From an optimization exercise on the open Yosys and OpenROAD flow, aimed at small area; shortcuts taken in it are not production practice. In this exercise RTL edits were held to simulation tests only and were not proved equivalent to the original. The clock port is modelled as an ideal driver; clocking choices that lean on that would not hold on a real chip. Power and IR drop assume default switching activity.

[flow/flow/run.sh]
#!/bin/bash
# The standard layout, except:
#  - ABC maps the logic with flow/abc.script.in or flow/abc2.script.in (area-oriented)
#    instead of ORFS's script: both with 101 seeds are tried stand-alone (flow/abc_try.sh),
#    the best 4 rerun in yosys and the smallest result kept (flow/abc_override.tcl),
#  - no adder extraction (ABC maps the adders with the rest of the logic),
#  - each port gets a sky130_fd_sc_hd__buf_1 as its port buffer,
#  - the clock tree is built without dummy loads, in clusters of up to 50 sinks,
#    and its buffers are then shrunk while the clock slew stays low (flow/resize_cts.tcl).
set -euo pipefail
W=$PWD
export MY_ABC_SCRIPTS="$W/flow/abc.script.in $W/flow/abc2.script.in"
export MY_ABC_CANDIDATES="$(for k in 0 1; do for s in $(seq 0 100); do printf '%s:%s ' $k $s; done; done)"
export MY_ABC_TRY=$W/flow/abc_try.sh
export MY_ABC_DIR=$W
cat flow/abc_override.tcl synth_recipe.tcl > my_synth.tcl
sed "s#SYNTH_SCRIPT=[^ ]*#SYNTH_SCRIPT=$W/my_synth.tcl#" standard.sh > my_standard.sh
export CTS_ARGS="-sink_clustering_enable -repair_clock_nets -sink_clustering_size 50 -sink_clustering_max_diameter 500 -buf_list sky130_fd_sc_hd__clkbuf_8 -root_buf sky130_fd_sc_hd__clkbuf_8 -dont_use_dummy_load"
export POST_CTS_TCL=$W/flow/resize_cts.tcl
export BUFFER_PORTS_ARGS="-buffer_cell sky130_fd_sc_hd__buf_1"
bash my_standard.sh ADDER_MAP_FILE= finish > make_finish.log 2>&1
[flow/flow/abc.script.in]
strash
&get -n
&deepsyn -T 10 -S @SEED@
&put
dch
amap
[flow/flow/abc2.script.in]
strash
&get -n
&deepsyn -T 10 -S @SEED@
&put
dch -r
amap -m
[flow/flow/abc_override.tcl]
# Run ABC with this flow's area scripts (flow/abc*.script.in), trying many seeds
# of their &deepsyn step: every script and seed is tried in a stand-alone ABC on
# the logic yosys hands to ABC (in parallel), then yosys's abc runs the best few
# and the netlist with the smallest cell area is kept.
proc abc {args} {
  set i [lsearch -exact $args -script]
  set libs {}
  set rl "read_lib -w"
  set lib_files {}
  for { set k 0 } { $k < [llength $args] - 1 } { incr k } {
    set v [lindex $args [expr { $k + 1 }]]
    switch -- [lindex $args $k] {
      -liberty { lappend libs -liberty $v; lappend lib_files $v }
      -dont_use { append rl " -X $v" }
    }
  }
  append rl " [join $lib_files { }]"
  set abc_bin yosys-abc
  if { [info exists ::env(YOSYS_EXE)] } {
    set abc_bin [file join [file dirname $::env(YOSYS_EXE)] yosys-abc]
  }
  set dir $::env(MY_ABC_DIR)
  set tmpls $::env(MY_ABC_SCRIPTS)
  yosys design -save my_pre_abc
  # 1. the logic as ABC sees it, and the library as yosys gives it to ABC
  set f [file join $dir abc_dump.script]
  set fh [open $f w]
  puts $fh "write_blif [file join $dir abc_in.blif]\nstrash\ndch\namap"
  close $fh
  set a $args
  lset a [expr { $i + 1 }] $f
  yosys abc {*}$a
  # 2. try every seed stand-alone
  set seeds [exec bash $::env(MY_ABC_TRY) $abc_bin [file join $dir abc_in.blif] $rl $tmpls {*}$::env(MY_ABC_CANDIDATES)]
  puts "abc candidates by stand-alone area: $seeds"
  # 3. run the best few in yosys
  yosys design -load my_pre_abc
  set best_area 1e30
  set best_seed -1
  foreach seed [lrange $seeds 0 3] {
    yosys design -load my_pre_abc
    lassign [split $seed :] k s
    set tmpl [read [open [lindex $tmpls $k]]]
    set f [file join $dir abc_${k}_$s.script]
    set fh [open $f w]
    puts $fh [string map [list @SEED@ $s] $tmpl]
    close $fh
    set a $args
    lset a [expr { $i + 1 }] $f
    yosys abc {*}$a
    set st [yosys tee -q -s result.string stat {*}$libs]
    regexp {Chip area for module [^:]*:\s*([0-9.]+)} $st -> area
    puts "abc seed $seed: area $area"
    if { $area < $best_area } {
      set best_area $area
      set best_seed $seed
      yosys design -save my_best_abc
    }
  }
  puts "abc: kept seed $best_seed, area $best_area"
  yosys design -load my_best_abc
}
[flow/flow/abc_try.sh]
#!/bin/bash
# usage: abc_try.sh ABC_BINARY IN.blif "READ_LIB_CMD" "SCRIPT0.in SCRIPT1.in ..." CANDIDATE...
# A candidate is K:S, script K with seed S (@SEED@ replaced). Runs every candidate
# on IN.blif in parallel and prints the candidates ordered by mapped cell area.
abc=$1; blif=$2; rl=$3; tmpls=$4; shift 4
export abc blif rl tmpls
printf '%s\n' "$@" | xargs -P "${NUM_CORES:-4}" -I{} bash -c '
  c={}
  k=${c%%:*}; s=${c##*:}
  read -r -a t <<< "$tmpls"
  script=$(sed "s/@SEED@/$s/g" "${t[$k]}" | tr "\n" ";")
  a=$("$abc" -c "$rl; read_blif $blif; $script print_stats" 2>&1 | grep -o "area =[0-9.]*" | tail -1 | cut -d= -f2)
  echo "${a:-1e30} $c"
' | sort -g | awk '{print $2}' | tr '\n' ' '
[flow/flow/resize_cts.tcl]
# Shrink the clock buffers CTS placed: the root buffer only drives the other
# clock buffers, and each leaf buffer takes the smallest size that keeps its
# flip-flops' clock slew under a margin.
set block [ord::get_db_block]
set db [ord::get_db]
set slew_cap 0.110
proc out_net { inst } {
  foreach it [$inst getITerms] { if { [$it isOutputSignal] } { return [$it getNet] } }
  return ""
}
proc max_clk_slew { } {
  set mx 0
  foreach p [get_pins -hierarchical */CLK] {
    set s [get_property $p slew_max]
    if { $s > $mx } { set mx $s }
  }
  return $mx
}
set clkbufs {}
foreach inst [$block getInsts] {
  if { [string match "sky130_fd_sc_hd__clkbuf_*" [[$inst getMaster] getName]] } { lappend clkbufs $inst }
}
estimate_parasitics -placement
puts "clock slew before: [max_clk_slew]"
foreach inst $clkbufs {
  set orig [[$inst getMaster] getName]
  foreach size {1 2 4 8} {
    set m "sky130_fd_sc_hd__clkbuf_$size"
    if { $m eq $orig } { break }
    $inst swapMaster [$db findMaster $m]
    estimate_parasitics -placement
    if { [max_clk_slew] <= $slew_cap } {
      puts "[$inst getName]: $orig -> $m"
      set orig ""
      break
    }
    $inst swapMaster [$db findMaster $orig]
  }
}
estimate_parasitics -placement
puts "clock slew after: [max_clk_slew]"
[flow/standard.sh]
#!/bin/bash
# synth_recipe.tcl (not shown) runs the flow's synth.tcl, then flattens the netlist and writes it again
# the make line also repeats each setting of config.mk as NAME=value (left out here)
make -C /OpenROAD-flow-scripts/flow DESIGN_CONFIG=/design/flow/config.mk WORK_HOME=/design/flow/orfs CLKGATE_MAP_FILE= SYNTH_SCRIPT=/design/flow/synth_recipe.tcl "${@:-finish}"
[flow/config.mk]
export PLATFORM = sky130hd
export DESIGN_NAME = final_project
export DESIGN_NICKNAME = final_project
export VERILOG_FILES = /design/flow/design.v
export SDC_FILE = /design/flow/constraint.sdc
export NUM_CORES = 4
export LEC_CHECK = 0
export CAP_MARGIN = 20
export CORE_MARGIN = 2
export CORE_UTILIZATION = 40
export SLEW_MARGIN = 20
[flow/constraint.sdc]
create_clock -name core_clock -period 8.0 [get_ports {clk}]
set_input_delay 1.6000 -clock core_clock [delete_from_list [all_inputs] [get_ports {clk}]]
set_output_delay 1.6000 -clock core_clock [all_outputs]
set_load 0.01 [all_outputs]
[flow/design.v]
module final_project(clk, rst, a_in, sw, HEX3, HEX2, HEX1, btn2, btn1, btn0, HEX0, led);
	input clk;
	input rst;
	input [3:0] a_in;
	input [5:0] sw;
	output [0:7] HEX3;
	output [0:7] HEX2;
	output [0:7] HEX1;
	output [0:7] HEX0;
	input btn2;
	input btn1;
	input btn0;
	output reg [9:0] led;
	reg [3:0] d3, d2, d1, d0;    
	reg [9:0] n;                 
	reg [3:0] i, j;              
	reg c;                       
	function [3:0] fix;
		input [3:0] v;
		reg big_;
		begin
			big_ = v[3] & (v[2] | v[1]);
			fix = v | {3'b0, big_};
		end
	endfunction
	assign HEX3[0] = (~d3[3] & ~d3[2] & ~d3[1] & d3[0]) | (d3[3] & d3[1] & ~d3[0]) | (d3[2] & ~d3[1] & ~d3[0]);
	assign HEX3[1] = ~((d3[3] & d3[0]) | (~d3[3] & ~d3[2]) | (~d3[1] & ~d3[0]) | (d3[1] & d3[0]));
	assign HEX3[2] = (~d3[2] & d3[1] & ~d3[0]);
	assign HEX3[3] = (~d3[3] & ~d3[2] & ~d3[1] & d3[0]) | (~d3[3] & d3[2] & d3[1] & d3[0]) | (d3[2] & ~d3[1] & ~d3[0]);
	assign HEX3[4] = (d3[2] & ~d3[1] & ~d3[0]) | (~d3[3] & d3[0]) | (~d3[2] & ~d3[1] & d3[0]);
	assign HEX3[5] = ~((~d3[1] & ~d3[0]) | (d3[2]) | (d3[3]));
	assign HEX3[6] = (~d3[3] & ~d3[2] & ~d3[1]) | (d3[3] & d3[1] & ~d3[0]) | (~d3[3] & d3[2] & d3[1] & d3[0]);
	assign HEX3[7] = (~d3[3]) | (~d3[0]) | (~d3[2] & ~d3[1]);
	assign HEX2[0] = ~((~d2[2] & ~d2[0]) | (d2[3] & d2[0]) | (d2[2] & d2[0]) | (~d2[3] & d2[1]));
	assign HEX2[1] = (d2[2] & d2[1] & ~d2[0]) | (~d2[3] & d2[2] & ~d2[1] & d2[0]);
	assign HEX2[2] = (~d2[3] & ~d2[2] & d2[1] & ~d2[0]);
	assign HEX2[3] = (~d2[3] & ~d2[2] & ~d2[1] & d2[0]) | (~d2[3] & d2[2] & d2[1] & d2[0]) | (d2[3] & ~d2[2] & d2[1] & ~d2[0]) | (d2[2] & ~d2[1] & ~d2[0]);
	assign HEX2[4] = (~d2[3] & d2[0]) | (~d2[2] & ~d2[1] & d2[0]) | (~d2[3] & d2[2] & ~d2[1]);
	assign HEX2[5] = (d2[3] & d2[2] & ~d2[0]) | (~d2[3] & ~d2[2] & d2[0]) | (~d2[3] & ~d2[2] & d2[1]);
	assign HEX2[6] = (~d2[3] & ~d2[2] & ~d2[1]) | (~d2[3] & d2[2] & d2[1] & d2[0]);
	assign HEX2[7] = (~d2[3]) | (~d2[0]) | (~d2[2] & ~d2[1]);
	assign HEX1[0] = ~((~d1[2] & ~d1[0]) | (d1[3] & d1[0]) | (d1[2] & d1[0]) | (~d1[3] & d1[1]));
	assign HEX1[1] = (d1[2] & d1[1] & ~d1[0]) | (~d1[3] & d1[2] & ~d1[1] & d1[0]);
	assign HEX1[2] = (~d1[2] & d1[1] & ~d1[0]);
	assign HEX1[3] = (~d1[3] & ~d1[2] & ~d1[1] & d1[0]) | (~d1[3] & d1[2] & d1[1] & d1[0]) | (d1[2] & ~d1[1] & ~d1[0]);
	assign HEX1[4] = (d1[2] & ~d1[1] & ~d1[0]) | (~d1[3] & d1[0]) | (~d1[2] & ~d1[1] & d1[0]);
	assign HEX1[5] = ~((~d1[1] & ~d1[0]) | (~d1[3] & d1[2]) | (d1[3] & d1[0]));
	assign HEX1[6] = (~d1[3] & ~d1[2] & ~d1[1]) | (~d1[3] & d1[2] & d1[1] & d1[0]);
	assign HEX1[7] = (~d1[3]) | (~d1[0]) | (~d1[2] & ~d1[1]);
	assign HEX0[0] = ~((~d0[2] & ~d0[0]) | (d0[3] & d0[0]) | (d0[2] & d0[0]) | (~d0[3] & d0[1]));
	assign HEX0[1] = (d0[3] & ~d0[2] & d0[1] & ~d0[0]) | (~d0[3] & d0[2] & ~d0[1] & d0[0]) | (~d0[3] & d0[2] & d0[1] & ~d0[0]);
	assign HEX0[2] = (~d0[2] & d0[1] & ~d0[0]);
	assign HEX0[3] = (~d0[3] & ~d0[2] & ~d0[1] & d0[0]) | (~d0[3] & d0[2] & d0[1] & d0[0]) | (d0[2] & ~d0[1] & ~d0[0]);
	assign HEX0[4] = (~d0[3] & d0[0]) | (~d0[2] & ~d0[1] & d0[0]) | (~d0[3] & d0[2] & ~d0[1]);
	assign HEX0[5] = (d0[3] & d0[2] & ~d0[0]) | (~d0[3] & ~d0[2] & d0[0]) | (~d0[3] & ~d0[2] & d0[1]);
	assign HEX0[6] = (~d0[3] & ~d0[2] & ~d0[1]) | (~d0[3] & d0[2] & d0[1] & d0[0]);
	assign HEX0[7] = (~d0[3]) | (~d0[0]) | (~d0[2] & ~d0[1]);
	wire big = a_in[3] & (a_in[2] | a_in[1]);
	wire ld3 = sw[3] & ~big;
	wire [3:0] fa = fix(a_in);
	wire [3:0] h3 = ld3   ? a_in : d3;
	wire [3:0] h2 = sw[2] ? fa : d2;
	wire [3:0] h1 = sw[1] ? fa : d1;
	wire [3:0] h0 = sw[0] ? fa : d0;
	wire guess = sw[5] & ~c;
	wire s = guess & ~sw[4];
	wire e3 = (~h3[3] & ~h3[2] & ~h3[1] & h3[0]);
	wire e2 = (~h2[3] & ~h2[2] & h2[1] & ~h2[0]);
	wire e1 = (~h1[3] & ~h1[2] & h1[1] & h1[0]);
	wire e0 = (h0[2] & ~h0[1] & ~h0[0]);
	wire x3 = (~h3[3] & ~h3[2] & h3[1]) | (h3[2] & ~h3[1] & ~h3[0]);
	wire x2 = (~h2[3] & ~h2[2] & h2[0]) | (h2[2] & ~h2[1] & ~h2[0]);
	wire x1 = (~h1[3] & ~h1[2] & h1[0]) | (~h1[3] & ~h1[2] & h1[1]) | (h1[2] & ~h1[1] & ~h1[0]);
	wire x0 = (~h0[3] & ~h0[2] & h0[0]) | (~h0[3] & ~h0[2] & h0[1]);
	wire nob = ~(e3 | e2 | e1 | e0);
	wire c3 = nob & x3;
	wire c2 = nob & x2;
	wire c1 = nob & x1;
	wire c0 = nob & x0;
	wire [2:0] nb = s ? {2'b0, e3} + {2'b0, e2} + {2'b0, e1} + {2'b0, e0} : 3'd0;
	wire [2:0] nw = s ? {2'b0, c3} + {2'b0, c2} + {2'b0, c1} + {2'b0, c0} : 3'd0;
	wire clr = rst | sw[4];
	wire [3:0] nj = j + {1'b0, nb};
	wire [3:0] ni = i + {1'b0, nw};
	wire good = s & (nj == 4'd4);
	wire res = guess & ~good;
	wire lo = (n[9:4] == 6'd0);
	wire [9:0] hit;
	genvar k;
	generate for (k = 0; k < 10; k = k + 1) begin : g_hit
		assign hit[k] = lo & (n[3:0] == k);
	end endgenerate
	wire lose = ~led[0] | hit[0];
	wire [10:0] t;
	assign t[0] = res;
	generate for (k = 0; k < 10; k = k + 1) begin : g_dec
		assign t[k + 1] = t[k] & ~n[k];
	end endgenerate
	always @(posedge clk) begin
		if (rst) begin
			d3 <= 4'd0; d2 <= 4'd0; d1 <= 4'd0; d0 <= 4'd0;
		end else if (guess) begin
			d3 <= sw[4] ? 4'd0 : good ? 4'd6 : fix(nj);      
			d2 <= good ? 4'd14 : 4'd10;                         
			d1 <= sw[4] ? 4'd0 : good ? 4'd14 : fix(ni);      
			d0 <= good ? 4'd14 : 4'd8;                         
		end else if (sw[4]) begin
			d3 <= lose ? 4'd10 : 4'd0;                      
			d2 <= 4'd0;                                   
			d1 <= lose ? 4'd5 : 4'd0;                     
			d0 <= lose ? 4'd10 : 4'd0;                      
		end else begin
			d3 <= h3; d2 <= h2; d1 <= h1; d0 <= h0;
		end
		if (clr) begin
			i <= 4'd0;
			j <= 4'd0;
		end else begin
			i <= ni;
			j <= nj;
		end
		if (rst) begin
			led <= 10'b1111111111;
			n <= 10'd10;
			c <= 1'b0;
		end else begin
			if (sw[4]) led <= led & ~hit;
			n <= n ^ t;
			c <= res | (c & ~sw[4]);
		end
	end
endmodule
==> flow_summary.yaml <==
grt:
  grt_pass1_wl_um: 8611
  grt_max_degree: 26
  track_usage_pct: 17.04
  antenna_found_initial: 0
  grt_pass1_vias: 1994
  gr-total-overflow: 0
timing:
  worst_pin_slew_ns: 0.6324
  post-route-min-period_ns: 5.768
  whs_ns: 0.4762
  period_share_pct: 72.10
  max_freq_mhz: 173.4
  hold_violations: 0
  setup_viol: 0
  grt_setup_unrepaired: "no"
  maxSlewHeadroom_pct: 57.84
  finClkSkew_ns: 0.03322
  setup_ws_ns: 2.232
  setup_tns_ns: 0
  drv_slew: 0
floorplan:
  die_h_um: 79.08
  die_w_um: 79.08
  num_rows: 27
  pin_count: 57
  die_area_um2: 6253
  start_util_pct: 41.20
  core_area_um2: 5473
placed_design:
  io_buffers: 53
  hpwl_um: 3987
  place_congestion: 0.8271
  numPlacedInstances: 443
  placed_area_um2: 2551
  dp_slack_ns: 1.741
synth:
  syn_avg_cell_area_um2: 7.112
  synth_warnings: 1
  synth_cell_types: 30
  synth_cells: 317
  synthTopCellsByArea: "dfxtp_1, nor2_1, clkinv_1, o21ai_0, a21oi_1"
  yosysSeqAreaShare_pct: 39.96
  synth_top_area_share_pct: 39.96
  synth-seq-cells: 45
  synth_fp_nets: 332
  yosysTopAreaCell: "dfxtp_1"
  syn_area_um2: 2255
final_layout:
  seq_area_um2: 900.9
  final_nets: 393
  multi_input_area_um2: 1207
  stdcell_count: 448
  fillers: 592
  stdcell_area_um2: 2597
  drive_gt1_share_pct: 1.330
  area_growth_pct: 15.21
  final_core_util_pct: 47.46
  antenna_cells: 0
worst_setup_path:
  crit_type: "input port to register"
  rr_worst_depth: 31
  cp_slowest_stage_delay_ns: 0.23
  slowest_stage: "o21a_1"
  critPathArrivalTime_ns: 6.21
  critical_path_peak_fanout: 5
  cp.required_ns: 8.44
  ff2ff_setup_slack_ns: 3.40
  r2r_end: "n[9]"
  cp-end-kind: "register"
  start_kind: "input port"
  r2r_start: "d2[0]"
  crit_top_cell: "nor2_1"
drt:
  drt_iter0_drc: 50
  met1_length_um: 2423
  wl_met2_um: 2356
  drcViolationCount: 0
  routed.top_layer: "met4"
  wl_per_cell_um: 11.32
  dr.pass1.iters: 4
  finalWirelength_um: 5071
  ant_nets: 0
  via_per_inst: 5.167
  wl_met3_um: 229
  vias: 2315
pwr:
  powerDensity_nw_per_um2: 173.8
  p_leak_nw: 0.8937
  ir_worst_vdd_v: 0.0001250
  power_uw: 451.5
job:
  maxCapViolCount: 0
min_path:
  whs_endpoint: "c"
  hold_class: "register to register"
  hp-start: "c"
  holdPathStages: 2
clock_tree:
  clkLatencyLatePin_ns: 0.51
  clkTransAtPathRegs_ns: 0.10
  cts_tree: "built"
  clock_sinks: 45
status:
  status: "finished clean"
[power by group]
part,switching [mW],internal [mW]
sequential,0.00959,0.234
clock,0.0642,0.0354
combinational,0.0703,0.0379
total,0.144,0.307
[metal layers]
metal,up-vias,GRT usage (%)
li1,1237,-
met3,6,4.091
met1,1033,20.92
met5,-,0
met2,39,29.49
met4,0,5.172
[cell type report]
cell class,instances,area share (%)
Timing Repair Buffer,54,7.948
Sequential cell,45,34.68
Clock buffer,5,1.782
Tap cell,72,3.468
Inverter,39,5.636
Multi-Input combinational cell,233,46.48
[sequential cells by signal (all words and copies together), names as in the netlist]
signal and count:
led 10, n 10, d0 4, d1 4, d2 4, d3 4, i 4, j 4
c 1
[critical path, delay by kind of cell]
family	cells	cell delay, ns
compound gates	8	1.23
buf+inv	4	0.43
simple gates	23	2.96
[cells in the mapped netlist]
cell type	n
nor2_1	63
dfxtp_1	45
clkinv_1	39
nand2_1	29
o21ai_0	28
a21oi_1	25
o22ai_1	15
nor3_1	13
o22a_1	10
or2_0	7
nand2b_1	4
nand3_1	4
o21a_1	4
o221ai_1	4
a211oi_1	3
nor4_1	3
or3_1	3
a211o_1	2
a21o_1	2
and2_0	2
nor2b_1	2
o211ai_1	2
a22oi_1	1
a31o_1	1
a31oi_1	1
a32oi_1	1
nand4_1	1
nand4b_1	1
o31ai_1	1
o32a_1	1
[cell usage in the layout (no fill, tap or decap), drive strengths merged, types with 2 or more instances in the layout]
| master | instances |
|---|---|
| clkbuf | 5 |
| o22a | 10 |
| nand2b | 4 |
| o22ai | 15 |
| o21a | 4 |
| nand2 | 29 |
| and2 | 2 |
| nor4 | 3 |
| o221ai | 4 |
| o211ai | 2 |
| clkinv | 39 |
| a211o | 2 |
| nand3 | 4 |
| o21ai | 28 |
| nor2b | 2 |
| or2 | 7 |
| a21oi | 25 |
| or3 | 3 |
| nor3 | 13 |
| buf | 54 |
| a211oi | 3 |
| a21o | 2 |
| nor2 | 63 |
| dfxtp | 45 |
[cells by family after synthesis]
kind of cell | synth area share (%)
AND/OR/NAND/NOR | 25.58
AO/OA/AOI/OAI | 27.97
flip-flops | 39.96
buffers and inverters | 6.493
[worst max path at each step]
stage | startpoint | to | slack, ns | cells past startpoint
after global routing | a_in[2] | n[9] | 1.60 | 34
after detailed placement | a_in[2] | n[9] | 1.74 | 35
after floorplan | a_in[2] | n[9] | 2.64 | 34
final | a_in[2] | n[9] | 2.23 | 35
after global placement | a_in[2] | n[9] | 1.81 | 34

## what the ideal ports hide
Ports are ideal in the flow. The routed layout listed here was re-timed in OpenROAD.
Step 1 sets driving cells, clkbuf_16 on the clock port and buf_2 on the other inputs (assumed; they add their load-dependent delay and slew).
Step 2 moves the port delays by t, midway between the first and last clock arrival at a register: inputs arrive t later, outputs are due t later. That takes back most of the time a late clock gives input paths.
a / b / c = ideal ports / drivers / drivers and shift; a / b = the first two.
shift t [ns]: 0.523
slack for setup (ns): 2.232 / 2.236 / 1.713
worst setup path after step 2: input to register
After both steps setup and hold are still met in this run. For this run, drivers alone change the setup slack by +0.004 ns; drivers and shift together by -0.519 ns.
